From an optimization exercise on the open Yosys and OpenROAD flow, aimed at small area; shortcuts taken in it are not production practice.
Only simulation tests tie the RTL to the original design; equivalence was not proved.

fjord:
Design fm_demod, start of the top module:
module fm_demod(
    input clk,
    input rstn,
    input en,
    input [2:0] channel,
    input [9:0] X,
    output [9:0] out,
    output [9:0] un_filtered_out,
    output filter_clk,
    output [16:0] snr
);
For scale: roughly 2700 cells after synthesis, roughly 480 flip-flops, ~36000 um^2 of cells after synthesis.
clock: 35.0 ns
lec_check: 0
cap_margin: 5
core_margin: 2
core_utilization: 65
cts_buf_list: sky130_fd_sc_hd__clkbuf_8 sky130_fd_sc_hd__clkbuf_16
cts_cluster_diameter: 100
cts_cluster_size: 30
slew_margin: 5
synth_hierarchical: 1
standard.sh (not shown) runs the stock make flow with config.mk's settings and CLKGATE_MAP_FILE= SYNTH_SCRIPT=/design/flow/synth_recipe.tcl, a recipe that flattens the netlist after the stock synthesis.
==> flow/flow/run.sh <==
#!/bin/bash
# Standard layout, with two changes: ports are buffered with the smallest
# buffer, and clock tree synthesis inserts no dummy loads.
set -e
export BUFFER_PORTS_ARGS="-buffer_cell sky130_fd_sc_hd__buf_1"
export CTS_ARGS="-sink_clustering_enable -repair_clock_nets -sink_clustering_size 30 -sink_clustering_max_diameter 100 -buf_list {sky130_fd_sc_hd__clkbuf_8 sky130_fd_sc_hd__clkbuf_16} -dont_use_dummy_load"
bash standard.sh > standard.log 2>&1
fjord: PASS, flow complete, no timing, DRC or antenna violations
For yarrow, these inputs were changed with respect to fjord:
# fjord
export LEC_CHECK = 0
export CAP_MARGIN = 5
export CORE_MARGIN = 2
export CORE_UTILIZATION = 65
export CTS_BUF_LIST = sky130_fd_sc_hd__clkbuf_8 sky130_fd_sc_hd__clkbuf_16
export CTS_CLUSTER_DIAMETER = 100
export CTS_CLUSTER_SIZE = 30
export SLEW_MARGIN = 5
export SYNTH_HIERARCHICAL = 1
create_clock -name core_clock -period 35.0 [get_ports {clk}]
# yarrow
export LEC_CHECK = 0
export CAP_MARGIN = 20
export CORE_MARGIN = 2
export CORE_UTILIZATION = 65
export CTS_BUF_LIST = sky130_fd_sc_hd__clkbuf_8 sky130_fd_sc_hd__clkbuf_16
export CTS_CLUSTER_DIAMETER = 100
export CTS_CLUSTER_SIZE = 30
export SLEW_MARGIN = 20
export SYNTH_HIERARCHICAL = 1
create_clock -name core_clock -period 35.0 [get_ports {clk}]
--- outcome ---
- Total vias in the final route: fjord vs yarrow — no meaningful difference
- fjord → yarrow: portion of the clock cycle consumed by the worst path in the final layout neither gained nor lost much; wire length neither gained nor lost much.
- yarrow vs fjord — worst max-slew margin expressed relative to the limit rose 6.3 points.
- From fjord to yarrow the numbers moved as follows: area enclosed by the die boundary comparable; clock skew comparable; slack of the critical path saw an increase; summed area of non-filler cells in the final layout did not really move; count of placed standard cells in the final layout, fillers left out now sits at about the same level.
- Compared with fjord, in yarrow final standard cell utilization of the core now sits at about the same level; share of synthesized registers carrying an async set or reset now sits at about the same level.
Input-level comparison between violet and yarrow:
# yarrow
export LEC_CHECK = 0
export CAP_MARGIN = 20
export CORE_MARGIN = 2
export CORE_UTILIZATION = 65
export CTS_BUF_LIST = sky130_fd_sc_hd__clkbuf_8 sky130_fd_sc_hd__clkbuf_16
export CTS_CLUSTER_DIAMETER = 100
export CTS_CLUSTER_SIZE = 30
export SLEW_MARGIN = 20
export SYNTH_HIERARCHICAL = 1
create_clock -name core_clock -period 35.0 [get_ports {clk}]
# violet
export LEC_CHECK = 0
export CAP_MARGIN = 5
export CORE_MARGIN = 2
export CORE_UTILIZATION = 65
export CTS_BUF_LIST = sky130_fd_sc_hd__clkbuf_8 sky130_fd_sc_hd__clkbuf_16
export CTS_CLUSTER_DIAMETER = 100
export CTS_CLUSTER_SIZE = 30
export SLEW_MARGIN = 5
export SYNTH_HIERARCHICAL = 1
create_clock -name core_clock -period 35.0 [get_ports {clk}]
==> flow/run.sh (new file) <==
#!/bin/bash
# synth_recipe.tcl (not shown) runs the flow's synth.tcl, then flattens the netlist and writes it again
# the make line also repeats each setting of config.mk as NAME=value (left out here)
make -C /OpenROAD-flow-scripts/flow DESIGN_CONFIG=/design/flow/config.mk WORK_HOME=/design/flow/orfs CLKGATE_MAP_FILE= SYNTH_SCRIPT=/design/flow/synth_recipe.tcl finish
removed: flow/flow/run.sh
removed: flow/standard.sh
==> comparison <==
Comparing violet and yarrow, the lower fraction of area in clock buffers and inverters is on yarrow.
Summary of violet over yarrow: met2 global-route usage fell by 1.4 points; average wire per cell in the routed design fell by 1.0%; number of sinks driven by the clock tree stayed essentially flat.
Changes in raven relative to violet:
==> flow/flow/run.sh (new file) <==
#!/bin/bash
# Standard layout, with two changes: ports are buffered with the smallest
# buffer, and clock tree synthesis inserts no dummy loads.
set -e
export BUFFER_PORTS_ARGS="-buffer_cell sky130_fd_sc_hd__buf_1"
export CTS_ARGS="-sink_clustering_enable -repair_clock_nets -sink_clustering_size 14 -sink_clustering_max_diameter 80 -buf_list {sky130_fd_sc_hd__clkbuf_8} -dont_use_dummy_load"
bash standard.sh > standard.log 2>&1
==> flow/standard.sh (new file) <==
#!/bin/bash
# synth_recipe.tcl (not shown) runs the flow's synth.tcl, then flattens the netlist and writes it again
# the make line also repeats each setting of config.mk as NAME=value (left out here)
make -C /OpenROAD-flow-scripts/flow DESIGN_CONFIG=/design/flow/config.mk WORK_HOME=/design/flow/orfs CLKGATE_MAP_FILE= SYNTH_SCRIPT=/design/flow/synth_recipe.tcl "${@:-finish}"
removed: flow/run.sh
- As of raven, routed wire length per instance had risen slightly compared to violet.
- The ratio of final minimum period to clock period of raven is higher than that of violet.
- In terms of layout cell share with drive strength beyond 1, raven and violet differ only marginally.
- Summary of raven over violet: share of the core filled with cells -1.3 points; maximum fanout count along the critical path moved down; netlist area before placement comparable; final count of negative-setup-slack endpoints ~0 delta.
- Final routed wirelength across all metal layers: raven higher than violet
- Delta (raven minus violet): maximum frequency comparable; area used by sequential logic in the layout comparable.


## the reference run
fm_demod, a different RTL version from the one above (not shown whole).
Size: ~2600 cells after synthesis, ~54 I/O pins, about 0.036 mm^2 of cells after synthesis.
Settings: LEC_CHECK=0, CAP_MARGIN=20, CORE_MARGIN=2, CORE_UTILIZATION=65, CTS_BUF_LIST=sky130_fd_sc_hd__clkbuf_8 sky130_fd_sc_hd__clkbuf_16, CTS_CLUSTER_DIAMETER=100, CTS_CLUSTER_SIZE=30, SLEW_MARGIN=20, SYNTH_HIERARCHICAL=1; clock period 35.0 ns.
run.sh (not shown) runs the stock make flow with config.mk's settings and CLKGATE_MAP_FILE= SYNTH_SCRIPT=/design/flow/synth_recipe.tcl, a recipe that flattens the netlist after the stock synthesis.
Stock flow here: none of the scripts above is used.
Edits applied to the flow inputs when going from the reference run to the trial run:
Settings: GPL_TIMING_DRIVEN: unset -> 0; GPL_ROUTABILITY_DRIVEN: unset -> 0.
==> comparison <==
The final layouts of the trial run and the reference run pass the timing, design-rule and antenna checks. Changes observed in the trial run relative to the reference run: met2 layer usage reported by global route climbed 2.6 points. Diff the reference run -> the trial run | share of cell area taken by flip-flops and latches | decrease of 0.73 points.


try-willow:
Another version of the RTL of fm_demod (not shown whole).
For scale: ~2600 cells after synthesis, roughly 480 flip-flops, ~54 I/O pins, ~36000 um^2 of cells after synthesis.
export LEC_CHECK = 0
export CAP_MARGIN = 20
export CORE_MARGIN = 2
export CORE_UTILIZATION = 65
export CTS_BUF_LIST = sky130_fd_sc_hd__clkbuf_4 sky130_fd_sc_hd__clkbuf_8
export SLEW_MARGIN = 20
export SYNTH_HIERARCHICAL = 1
create_clock -name core_clock -period 35.0 [get_ports {clk}]
diff inputs: try-willow => try-juniper
Settings: CTS_CLUSTER_DIAMETER newly set to 100; CTS_BUF_LIST changed from sky130_fd_sc_hd__clkbuf_4 sky130_fd_sc_hd__clkbuf_8 to sky130_fd_sc_hd__clkbuf_8 sky130_fd_sc_hd__clkbuf_16; CTS_CLUSTER_SIZE newly set to 30.
==> comparison <==
Fmax: try-juniper vs try-willow, no meaningful difference. From try-willow to try-juniper the numbers moved as follows: count of non-filler cells in the finished layout fell 108; area added between synthesis and finish decreased by 2.7 points relative to the old numbers.
diff inputs: try-juniper => try-umber
Settings: a deleted CTS_CLUSTER_SIZE that had been 30; a deleted CTS_CLUSTER_DIAMETER that had been 100; a change of CORE_UTILIZATION from 65 to 40; a deleted CTS_BUF_LIST that had been sky130_fd_sc_hd__clkbuf_8 sky130_fd_sc_hd__clkbuf_16.
### Flow results
try-juniper finished every step from synthesis to the final layout, and the layout passed the timing, design-rule and antenna checks.
try-umber | status: complete | timing, DRC, antenna: pass
Of try-umber and try-juniper, the run reporting the higher transition time at the pin with the least slew margin was try-juniper.
After detailed routing, try-juniper needs less wire than try-umber.
Reported for try-umber and try-juniper, number of buffers inserted by port buffering turned out identical to the last digit.
Compare try-umber and try-juniper | share of cells above drive strength 1 lower: try-juniper
Between try-umber and try-juniper, the footprint of the multi-input gates figures differ only marginally.
Cell count after placement in try-umber vs try-juniper: up about 15%

## separate check: timing with driven ports
The flow's constraints put no driver on any port. The routed layouts listed below were extracted and timed again, unchanged, in two steps.
Step 1: set_driving_cell puts a clkbuf_16 on clk and a buf_2 on each other input, an assumption about the parent block.
Step 2 moves the port delays by t, midway between the first and last clock arrival at a register: inputs arrive t later, outputs are due t later. That takes back most of the time a late clock gives input paths.
Slacks: ideal ports / drivers / drivers and shift; pairs: ideal ports / drivers.
run	shift t [ns]	setup WS [ns]	worst data-port slew with drivers (ns)
fjord	0.639	1.351 / 1.351 / 1.351	0.03
yarrow	0.640	1.379 / 1.379 / 1.379	0.03
violet	0.670	1.463 / 1.463 / 1.463	0.05
raven	0.674	1.393 / 1.393 / 1.393	0.03
the reference run	0.647	1.299 / 1.299 / 1.299	0.05
the trial run	0.651	1.009 / 1.009 / 1.009	0.05
try-willow	0.730	1.281 / 1.281 / 1.281	0.05
try-juniper	0.657	1.273 / 1.273 / 1.273	0.05
try-umber	0.705	1.541 / 1.541 / 1.541	0.05
After both steps every run listed still meets setup and hold.
